This design comes from an exercise in tuning for small area on the open sky130 flow, not from production work.
Function was checked by simulation only, so behaviour that the tests miss may differ from the original.
Power figures rest on the tool's default switching activity, not on a simulated workload.

Setup of job 959:
==> flow/design.v (excerpt) <==
module Game_Top(clk, rst, pixel_index, game_sw, VOLUME_SW, btnL, btnR, btnC, volume, oled_data);
  input clk;
  wire clk;
  input rst;
  wire rst;
  input [12:0] pixel_index;
  wire [12:0] pixel_index;
  input game_sw;
  wire game_sw;
  input [8:1] VOLUME_SW;
  wire [8:1] VOLUME_SW;
  input btnL;
  wire btnL;
  input btnR;
  wire btnR;
  input btnC;
  wire btnC;
  input [4:0] volume;
  wire [4:0] volume;
  output [15:0] oled_data;
  wire [15:0] oled_data;
  reg bg_on;
  reg bg_sb;
  reg btnR_d0;
  reg btnR_d1;
  reg btnR_pulse;
  reg [1:0] c3;
  reg [2:0] d0;
  reg [2:0] d1;
  reg [2:0] d2;
  reg game_play_active;
  reg [2:0] game_start_cnt;
  reg [9:0] gp_cnt;
  reg gp_ext;
  reg [9:1] lfsr;
  reg [8:0] lfsr_cnt;
  wire pre_0;
  wire pre_1;
  wire pre_10;
  wire pre_100;
  wire pre_1000;
  wire pre_1001;
  wire pre_1002;
  wire pre_1003;
  wire pre_1004;
  wire pre_1005;
  wire pre_1006;
  wire pre_1007;
  wire pre_1008;
  wire pre_1009;
  wire pre_101;
  wire pre_1010;
  wire pre_1011;
  wire pre_1012;
  wire pre_1013;
  wire pre_1014;
  wire pre_1015;
  wire pre_1016;
  wire pre_1017;
  wire pre_1018;
  wire pre_1019;
  wire pre_102;
  wire pre_1020;
  wire pre_1021;
  wire pre_1022;
  wire pre_1023;
  wire pre_1024;
  wire pre_1025;
  wire pre_1026;
  wire pre_1027;
  wire pre_1028;
  wire pre_1029;
  wire pre_103;
  wire pre_1030;
  wire pre_1031;
  wire pre_1032;
  wire pre_1033;
  wire pre_1034;
  wire pre_1035;
  wire pre_1036;
  wire pre_1037;
  wire pre_1038;
  wire pre_1039;
  wire pre_104;
  wire pre_1040;
  wire pre_1041;
  wire pre_1042;
  wire pre_1043;
  wire pre_1044;
  wire pre_1045;
  wire pre_1046;
  wire pre_1047;
  wire pre_1048;
  wire pre_1049;
  wire pre_105;
  wire pre_1050;
  wire pre_1051;
  wire pre_1052;
  wire pre_1053;
  wire pre_1054;
  wire pre_1055;
  wire pre_1056;
  ...
Size: about 2000 cells after synthesis, ~150 flip-flops, ~48 I/O pins, roughly 14000 um^2 of cells after synthesis.
Settings: LEC_CHECK=0, ABC_AREA=1, CAP_MARGIN=20, CELL_PAD_IN_SITES_DETAIL_PLACEMENT=1, CORE_MARGIN=2, CORE_UTILIZATION=30, PLACE_DENSITY=0.4, SETUP_SLACK_MARGIN=0.2, SLEW_MARGIN=20; clock period 20.0 ns.
standard.sh (not shown) runs the stock make flow with config.mk's settings and CLKGATE_MAP_FILE= SYNTH_SCRIPT=/design/flow/synth_recipe.tcl, a recipe that flattens the netlist after the stock synthesis.
==> flow/flow/run.sh <==
#!/bin/bash
# Own flow: the standard layout (standard.sh) with these changes:
# - ABC maps the combinational logic with its area-oriented &nf mapper
#   (flow/abc_area.script) instead of ORFS's abc_area.script, whose
#   buffer/upsize steps add area. The rest of synthesis, including the
#   register mapping, is ORFS's synthesis as standard.sh runs it.
# - every port still gets a buffer, but a buf_1 (BUFFER_PORTS_ARGS);
# - clock tree synthesis without dummy loads, clkbuf_8 buffers under a
#   clkbuf_16 root, clusters of at most 12 sinks (CTS_ARGS).
# The tools' full output goes to standard_flow.log here and to ORFS's logs.
set -euo pipefail
WORK=$(pwd)
rm -rf "$WORK/scripts_own"
cp -r "$FLOW_HOME/scripts" "$WORK/scripts_own"
cp "$WORK/flow/abc_area.script" "$WORK/scripts_own/abc_area.script"
bash "$WORK/standard.sh" "SCRIPTS_DIR=$WORK/scripts_own" \
  "BUFFER_PORTS_ARGS=-buffer_cell sky130_fd_sc_hd__buf_1" \
  "CTS_ARGS=-sink_clustering_enable -repair_clock_nets -dont_use_dummy_load -buf_list sky130_fd_sc_hd__clkbuf_8 -root_buf sky130_fd_sc_hd__clkbuf_16 -sink_clustering_size 12 -sink_clustering_max_diameter 80" \
  finish > "$WORK/standard_flow.log" 2>&1
==> flow/flow/abc_area.script <==
strash
dch -f
&get -n
&nf -R 1000
&put
topo
Job 959 | stages: all done | timing, DRC, antenna: all pass
diff inputs: job 959 => job 8739
Settings: swapping 0.2 for 0.4 in SETUP_SLACK_MARGIN.
==> comparison <==
Comparing job 959 against job 8739, there is no change at all in final worst-path setup slack.
As far as global-route usage over all layers goes, job 959 and job 8739 are indistinguishable; the numbers are identical.
[compare] base=job 959 new=job 8739: die area saw little to no change, remaining antenna violation count ~0 delta, maximum fanout encountered on the critical timing path shows no meaningful change.
Reported for job 8739 and job 959, area fraction of clock buffers and clock inverters turned out identical to the last digit.
There was hardly any difference in power between job 959 and job 8739.
Maximum number of pins on one net before global-route repair came out exactly the same in job 8739 and job 959.
As far as clock network fraction of design power is concerned, job 8739 and job 959 perform about the same.
Job 959 → job 8739: maximum frequency roughly the same, critical path depth roughly the same.
Setup changes, job 8739 to job 6753
--- a/flow/flow/run.sh
+++ b/flow/flow/run.sh
@@ -15,5 +15,5 @@
 cp "$WORK/flow/abc_area.script" "$WORK/scripts_own/abc_area.script"
 bash "$WORK/standard.sh" "SCRIPTS_DIR=$WORK/scripts_own" \
-  "BUFFER_PORTS_ARGS=-buffer_cell sky130_fd_sc_hd__buf_1" \
+  "BUFFER_PORTS_ARGS=-buffer_cell sky130_fd_sc_hd__buf_4" \
   "CTS_ARGS=-sink_clustering_enable -repair_clock_nets -dont_use_dummy_load -buf_list sky130_fd_sc_hd__clkbuf_8 -root_buf sky130_fd_sc_hd__clkbuf_16 -sink_clustering_size 12 -sink_clustering_max_diameter 80" \
   finish > "$WORK/standard_flow.log" 2>&1
- Met1 wire length: job 8739 and job 6753 compared, lower one is job 6753
- Job 8739: no failed stages, no open violations at the end
- Job 6753 went all the way through synthesis, placement and routing and the layout is clean on timing, DRC and antenna.
- The cell count after placement on job 6753 is in line with that on job 8739.
- Buffer count excluding the clock tree in the final layout was higher in job 8739 than in job 6753.
- Summary: worst hold slack, job 6753 better than job 8739
- Job 8739 leaves less setup margin than job 6753.
- Cmp job 6753 vs job 8739: final area higher in job 6753
- Job 8739 → job 6753: sequential power saw little to no change, overall via count from detail_route fell by 191, fmax has increased, clock power shows no meaningful change.
## Diff of input files: job 3622 against job 6753
Settings: CORE_UTILIZATION changed from 30 to 35; PLACE_DENSITY changed from 0.4 to 0.45.
--- a/flow/flow/run.sh
+++ b/flow/flow/run.sh
@@ -15,5 +15,5 @@
 cp "$WORK/flow/abc_area.script" "$WORK/scripts_own/abc_area.script"
 bash "$WORK/standard.sh" "SCRIPTS_DIR=$WORK/scripts_own" \
-  "BUFFER_PORTS_ARGS=-buffer_cell sky130_fd_sc_hd__buf_4" \
+  "BUFFER_PORTS_ARGS=-buffer_cell sky130_fd_sc_hd__buf_1" \
   "CTS_ARGS=-sink_clustering_enable -repair_clock_nets -dont_use_dummy_load -buf_list sky130_fd_sc_hd__clkbuf_8 -root_buf sky130_fd_sc_hd__clkbuf_16 -sink_clustering_size 12 -sink_clustering_max_diameter 80" \
   finish > "$WORK/standard_flow.log" 2>&1
## What came out
Job 3622 does better than job 6753 on summed area of non-filler cells in the final layout. Global routing usage on met1: job 3622 > job 6753. Compared with job 6753, job 3622 shows a per-cell routed wire length that is 0.42 um higher. Sort job 3622 and job 6753 by hold slack desc -> top: job 6753. [compare] base=job 6753 new=job 3622: via count now sits higher; first-pass GRT wire length barely changed; utilization has increased; source-to-sink clock delay at the later pin of the worst-skew pair held steady.

* * *

Game_Top, a different RTL version from the one above (not shown whole).
Size: about 2000 cells after synthesis, about 160 flip-flops, ~48 I/O pins, about 14000 sq um of cells after synthesis.
==> flow/config.mk <==
export PLATFORM = sky130hd
export DESIGN_NAME = Game_Top
export DESIGN_NICKNAME = Game_Top
export VERILOG_FILES = /design/flow/design.v
export SDC_FILE = /design/flow/constraint.sdc
export NUM_CORES = 4
export LEC_CHECK = 0
export ABC_AREA = 1
export CAP_MARGIN = 20
export CELL_PAD_IN_SITES_DETAIL_PLACEMENT = 1
export CORE_MARGIN = 2
export CORE_UTILIZATION = 30
export CTS_BUF_LIST = sky130_fd_sc_hd__clkbuf_8
export GPL_TIMING_DRIVEN = 0
export PLACE_DENSITY = 0.4
export SLEW_MARGIN = 20
==> flow/constraint.sdc <==
create_clock -name core_clock -period 20.0 [get_ports {clk}]
set_input_delay 4.0000 -clock core_clock [delete_from_list [all_inputs] [get_ports {clk}]]
set_output_delay 4.0000 -clock core_clock [all_outputs]
set_load 0.01 [all_outputs]
==> flow/flow/run.sh <==
#!/bin/bash
# Own flow: the standard layout (standard.sh), with one change: ABC maps
# the combinational logic with its area-oriented &nf mapper (flow/abc_area.script)
# instead of ORFS's abc_area.script, whose buffer/upsize steps add area.
# Everything else, including the register mapping, is ORFS's synthesis as
# standard.sh runs it.
set -euo pipefail
WORK=$(pwd)
rm -rf "$WORK/scripts_own"
cp -r "$FLOW_HOME/scripts" "$WORK/scripts_own"
cp "$WORK/flow/abc_area.script" "$WORK/scripts_own/abc_area.script"
bash "$WORK/standard.sh" "SCRIPTS_DIR=$WORK/scripts_own" "BUFFER_PORTS_ARGS=-buffer_cell sky130_fd_sc_hd__buf_1" finish > "$WORK/standard_flow.log" 2>&1
Scripts as last shown in full above: flow/flow/abc_area.script
Then changed:
--- a/flow/flow/run.sh
+++ b/flow/flow/run.sh
@@ -12 +12 @@
-bash "$WORK/standard.sh" "SCRIPTS_DIR=$WORK/scripts_own" "BUFFER_PORTS_ARGS=-buffer_cell sky130_fd_sc_hd__buf_1" finish > "$WORK/standard_flow.log" 2>&1
+bash "$WORK/standard.sh" "SCRIPTS_DIR=$WORK/scripts_own" finish > "$WORK/standard_flow.log" 2>&1
Settings changed: CTS_BUF_LIST sky130_fd_sc_hd__clkbuf_8 to unset, GPL_TIMING_DRIVEN 0 to unset.
Routed wire length is higher by a few percent.
Core utilization came out higher by 0.99 points.
Non-clock buffer count increases by 58.
Synthesized cell count stays the same.
Combinational power climbs by a few percent.
Worst hold slack gets worse by 4.3 ps.
Setup slack is better by 530 ps.
Then changed:
==> flow/flow/run.sh (replaced) <==
#!/bin/bash
# Own flow: the standard layout (standard.sh) with these changes:
# - ABC maps the combinational logic with its area-oriented &nf mapper
#   (flow/abc_area.script) instead of ORFS's abc_area.script, whose
#   buffer/upsize steps add area. The rest of synthesis, including the
#   register mapping, is ORFS's synthesis as standard.sh runs it.
# - every port still gets a buffer, but a buf_1 (BUFFER_PORTS_ARGS);
# - clock tree synthesis without dummy loads, clkbuf_8 buffers under a
#   clkbuf_16 root, clusters of at most 12 sinks (CTS_ARGS).
# The tools' full output goes to standard_flow.log here and to ORFS's logs.
set -euo pipefail
WORK=$(pwd)
rm -rf "$WORK/scripts_own"
cp -r "$FLOW_HOME/scripts" "$WORK/scripts_own"
cp "$WORK/flow/abc_area.script" "$WORK/scripts_own/abc_area.script"
bash "$WORK/standard.sh" "SCRIPTS_DIR=$WORK/scripts_own" \
  "BUFFER_PORTS_ARGS=-buffer_cell sky130_fd_sc_hd__buf_1" \
  "CTS_ARGS=-sink_clustering_enable -repair_clock_nets -dont_use_dummy_load -buf_list sky130_fd_sc_hd__clkbuf_8 -root_buf sky130_fd_sc_hd__clkbuf_16 -sink_clustering_size 12 -sink_clustering_max_diameter 80" \
  finish > "$WORK/standard_flow.log" 2>&1
Settings changed: GPL_TIMING_DRIVEN set to 0.
After rerunning: The changed run went through all stages and came out clean; fmax falls by 4.4%; worst setup slack got worse by 870 ps; final cell count falls by 2.8%; combinational power falls by 3.9%; non-clock buffer count falls by 58; synthesized cell count does not change; wire length falls by 6.6%; core utilization falls by 1.3 points; clock-buffer cell count falls by 3.

[port drivers added, routing unchanged]
In the flow no input, the clock included, has a driving cell. The finished layouts below were timed again as built, in two steps.
Step 1, drivers: a clkbuf_16 drives clk and a buf_2 each remaining input, both assumed.
Step 2 moves the port delays by t, midway between the first and last clock arrival at a register: inputs arrive t later, outputs are due t later. That takes back most of the time a late clock gives input paths.
Three values: no drivers, after step 1, after step 2; two values: the first two.
run	shift t [ns]	setup slack, ns	worst setup path at the end	latest minus earliest clock arrival (ns)	cell pins on the clock port's net
job 959	0.425	1.692 / 1.670 / 1.670	input to output	0.033 / 0.034	1
job 8739	0.425	1.692 / 1.670 / 1.670	input to output	0.033 / 0.034	1
job 6753	0.431	2.264 / 2.238 / 2.238	input to output	0.040 / 0.040	1
job 3622	0.418	1.757 / 1.733 / 1.733	input to output	0.027 / 0.027	1
the first run of note 2	0.605	0.773 / 0.746 / 0.746	input to output	0.034 / 0.034	1
the second run of note 2	0.512	1.301 / 1.273 / 1.273	input to output	0.008 / 0.009	1
the third run of note 2	0.489	0.431 / 0.404 / 0.404	input to output	0.059 / 0.059	1
After both steps every run listed still meets setup and hold. For the second run of note 2, which loses most, drivers alone change the setup slack by -0.028 ns; drivers and shift together by -0.028 ns.
